Background: an optimization exercise with open tools, aiming at small area and a short achievable clock period. Do not read the settings as production practice. RTL that was checked went through simulation tests only; none was proved equivalent to the original. No activity file was given, so power comes from the tool's default toggle rates.

Setup of main:
==> module gelu_lut_module, before the edit <==
module gelu_lut_module (
    input                       clk,
    input                       rst_n,
    input                       in_valid,
    input      signed [15:0]    in_data,
    output reg                  out_valid,
    output     signed [10:0]    out_data
);
    reg         v1, s1;
    reg  [9:0]  m1;
    wire [5:0]  c;
    wire [9:0]  xa = in_data[9:0];
    wire [9:0]  lowor;
    genvar gi;
    generate for (gi = 0; gi < 10; gi = gi + 1) begin : g_or
        assign lowor[gi] = |xa[gi:0];
    end endgenerate
    wire [5:0]  pos_lo = s1 ? 6'd0 : m1[5:0];
    wire [4:0]  hi     = s1 ? 5'd0 : {1'b0, m1[9:6]};
    wire [6:0]  dlo    = {1'b0, pos_lo} - {1'b0, c};
    always @(posedge clk or negedge rst_n)
        if (!rst_n) begin v1 <= 1'b0; out_valid <= 1'b0; end
        else begin v1 <= in_valid; out_valid <= v1; end
    always @(posedge clk) begin
        s1 <= in_data[10];
        m1 <= xa ^ ({10{in_data[10]}} & {lowor[8:0], 1'b0});
    end
    reg  [5:0]  lo2;
    reg         b2;
    reg  [4:0]  hi2, hm2;
    always @(posedge clk) begin
        lo2 <= dlo[5:0];
        b2  <= dlo[6];
        hi2 <= hi;
        hm2 <= hi - 5'd1;
    end
    assign out_data = {b2 ? hm2 : hi2, lo2};
    gelu_c u_c (.a(m1), .y(c));
endmodule
clock: 5.0 ns
lec_check: 0
abc_area: 1
cap_margin: 20
core_margin: 2
core_utilization: 40
slew_margin: 20
standard.sh (not shown) runs the stock make flow with config.mk's settings and CLKGATE_MAP_FILE= SYNTH_SCRIPT=/design/flow/synth_recipe.tcl, a recipe that flattens the netlist after the stock synthesis.
==> flow/flow/run.sh <==
#!/bin/bash
set -euo pipefail
bash standard.sh ADDER_MAP_FILE= \
  "BUFFER_PORTS_ARGS=-buffer_cell sky130_fd_sc_hd__buf_1" \
  "CTS_ARGS=-sink_clustering_enable -repair_clock_nets -dont_use_dummy_load" \
  finish > run_make.log 2>&1
Relative to main, the following input files were edited for the feature branch:
--- a/flow/design.v
+++ b/flow/design.v
@@ -6,5 +6,5 @@
     input      signed [15:0]    in_data,
     output reg                  out_valid,
-    output     signed [10:0]    out_data
+    output reg signed [10:0]    out_data
 );
     reg         v1, s1;
@@ -18,6 +18,8 @@
     end endgenerate
     wire [5:0]  pos_lo = s1 ? 6'd0 : m1[5:0];
-    wire [4:0]  hi     = s1 ? 5'd0 : {1'b0, m1[9:6]};
-    wire [6:0]  dlo    = {1'b0, pos_lo} - {1'b0, c};
+    wire [4:0]  pos_hi = s1 ? 5'd0 : {1'b0, m1[9:6]};
+    wire [6:0]  dlo = {1'b0, pos_lo} - {1'b0, c};
+    wire [4:0]  hi_m1 = pos_hi - 5'd1;
+    wire [10:0] y = {dlo[6] ? hi_m1 : pos_hi, dlo[5:0]};
     always @(posedge clk or negedge rst_n)
         if (!rst_n) begin v1 <= 1'b0; out_valid <= 1'b0; end
@@ -26,15 +28,6 @@
         s1 <= in_data[10];
         m1 <= xa ^ ({10{in_data[10]}} & {lowor[8:0], 1'b0});
+        out_data <= y;
     end
-    reg  [5:0]  lo2;
-    reg         b2;
-    reg  [4:0]  hi2, hm2;
-    always @(posedge clk) begin
-        lo2 <= dlo[5:0];
-        b2  <= dlo[6];
-        hi2 <= hi;
-        hm2 <= hi - 5'd1;
-    end
-    assign out_data = {b2 ? hm2 : hi2, lo2};
     gelu_c u_c (.a(m1), .y(c));
 endmodule
Findings:
Fraction of area in multi-input gates: the feature branch > main
Reported for the feature branch and main, sum of negative setup slack turned out identical to the last digit.
Diff the feature branch..main | cell count of the worst hold path | unchanged
| part of the Yosys area used for sequential elements | higher: main |
Diff main -> the feature branch | register share of the cell area | decrease of 4.5 points
Compared with main, in the feature branch internal power of the cells -12%, proportion of layout cells with a drive suffix above 1 +9.7 points.
No functional check of the RTL was part of the feature branch.

--- another note on this design; it stands on its own ---

==> inputs of run a <==
Design gelu_lut_module, start of the top module:
module gelu_lut_module (
    input                       clk,
    input                       rst_n,
    input                       in_valid,
    input      signed [15:0]    in_data,
    output reg                  out_valid,
    output reg signed [10:0]    out_data
);
    reg         v1, s1;
    reg  [9:0]  n1;
    wire [5:0]  c;
    wire        b;
    wire [5:0]  pos_lo = s1 ? 6'd0 : n1[5:0];
    wire [4:0]  hi     = s1 ? 5'd0 : {1'b0, n1[9:6]};
    wire [5:0]  lo     = pos_lo - c;
    always @(posedge clk or negedge rst_n)
        if (!rst_n) begin v1 <= 1'b0; out_valid <= 1'b0; end
        else begin v1 <= in_valid; out_valid <= v1; end
    always @(posedge clk) begin
        s1 <= in_data[10];
        n1 <= in_data[9:0] ^ {10{in_data[10]}};
        out_data <= {b ? hi - 5'd1 : hi, lo};
    end
    gelu_c u_c (.a({s1, n1}), .y({b, c}));
endmodule
export LEC_CHECK = 0
export ABC_AREA = 1
export CAP_MARGIN = 70
export CORE_MARGIN = 2
export CORE_UTILIZATION = 40
export SETUP_SLACK_MARGIN = 2.6
export SLEW_MARGIN = 70
export TNS_END_PERCENT = 5
create_clock -name core_clock -period 5.0 [get_ports {clk}]
standard.sh (not shown) runs the stock make flow with config.mk's settings and CLKGATE_MAP_FILE= SYNTH_SCRIPT=/design/flow/synth_recipe.tcl, a recipe that flattens the netlist after the stock synthesis.
==> flow/flow/run.sh <==
#!/bin/bash
set -euo pipefail
args=()
while IFS= read -r line || [[ -n "$line" ]]; do
  [[ -z "$line" || "$line" == \#* ]] && continue
  args+=("$line")
done < flow/make_args.txt
bash standard.sh "${args[@]}" finish > run_make.log 2>&1
==> flow/flow/make_args.txt <==
ADDER_MAP_FILE=
BUFFER_PORTS_ARGS=-buffer_cell sky130_fd_sc_hd__buf_1
CTS_ARGS=-sink_clustering_enable -repair_clock_nets -dont_use_dummy_load
==> inputs of run b, as changes to run a <==
--- a/flow/config.mk
+++ b/flow/config.mk
@@ -10,5 +10,5 @@
 export CORE_MARGIN = 2
 export CORE_UTILIZATION = 40
-export SETUP_SLACK_MARGIN = 2.6
+export SETUP_SLACK_MARGIN = 2.7
 export SLEW_MARGIN = 70
 export TNS_END_PERCENT = 5
==> comparison <==
Synthesized area is the same in run a and run b. Of run b and run a, run b has the higher cell count (gap about 3%, measured against run a). Against run a, the global-route usage of run b is higher by 0.16 points. Between run b and run a, the lower power is in run a (gap about 6%, measured against run a). Combinational power: run a is lower than run b (11%). In die area, run a and run b do not differ. Wire length: run b is higher than run a (about 4.3%). In run b the via count is higher than in run a, by 3.4%. In run b the cell area is higher than in run a, by about 8%.
Function was not checked in any run of this note: the RTL went through the layout flow alone.

-- static timing again, ports no longer ideal --
The results above use ideal ports. As a check the final layouts listed here were re-extracted and re-timed, cells and wires unchanged. Step 1, drivers: a clkbuf_16 drives clk and a buf_2 each remaining input, both assumed. Step 2, shift: input delay + t, output delay - t, t = (earliest + latest rising clock arrival at the registers) / 2. This alone moves slack from input paths to output paths. a / b / c = ideal ports / drivers / drivers and shift; a / b = the first two.
| run | t (ns) | setup slack, ns | worst hold slack (ns) | clock arrival spread, ns |
|---|---|---|---|---|
| main | 0.296 | 1.971 / 1.971 / 1.971 | 0.363 / 0.363 / 0.363 | 0.016 / 0.016 |
| the feature branch | 0.292 | 2.104 / 2.104 / 2.104 | 0.357 / 0.357 / 0.357 | 0.004 / 0.004 |
| run a | 0.291 | 2.770 / 2.770 / 2.770 | 0.362 / 0.362 / 0.362 | 0.022 / 0.022 |
| run b | 0.289 | 2.759 / 2.759 / 2.759 | 0.362 / 0.362 / 0.362 | 0.022 / 0.022 |
After both steps setup and hold are still met in every run listed.
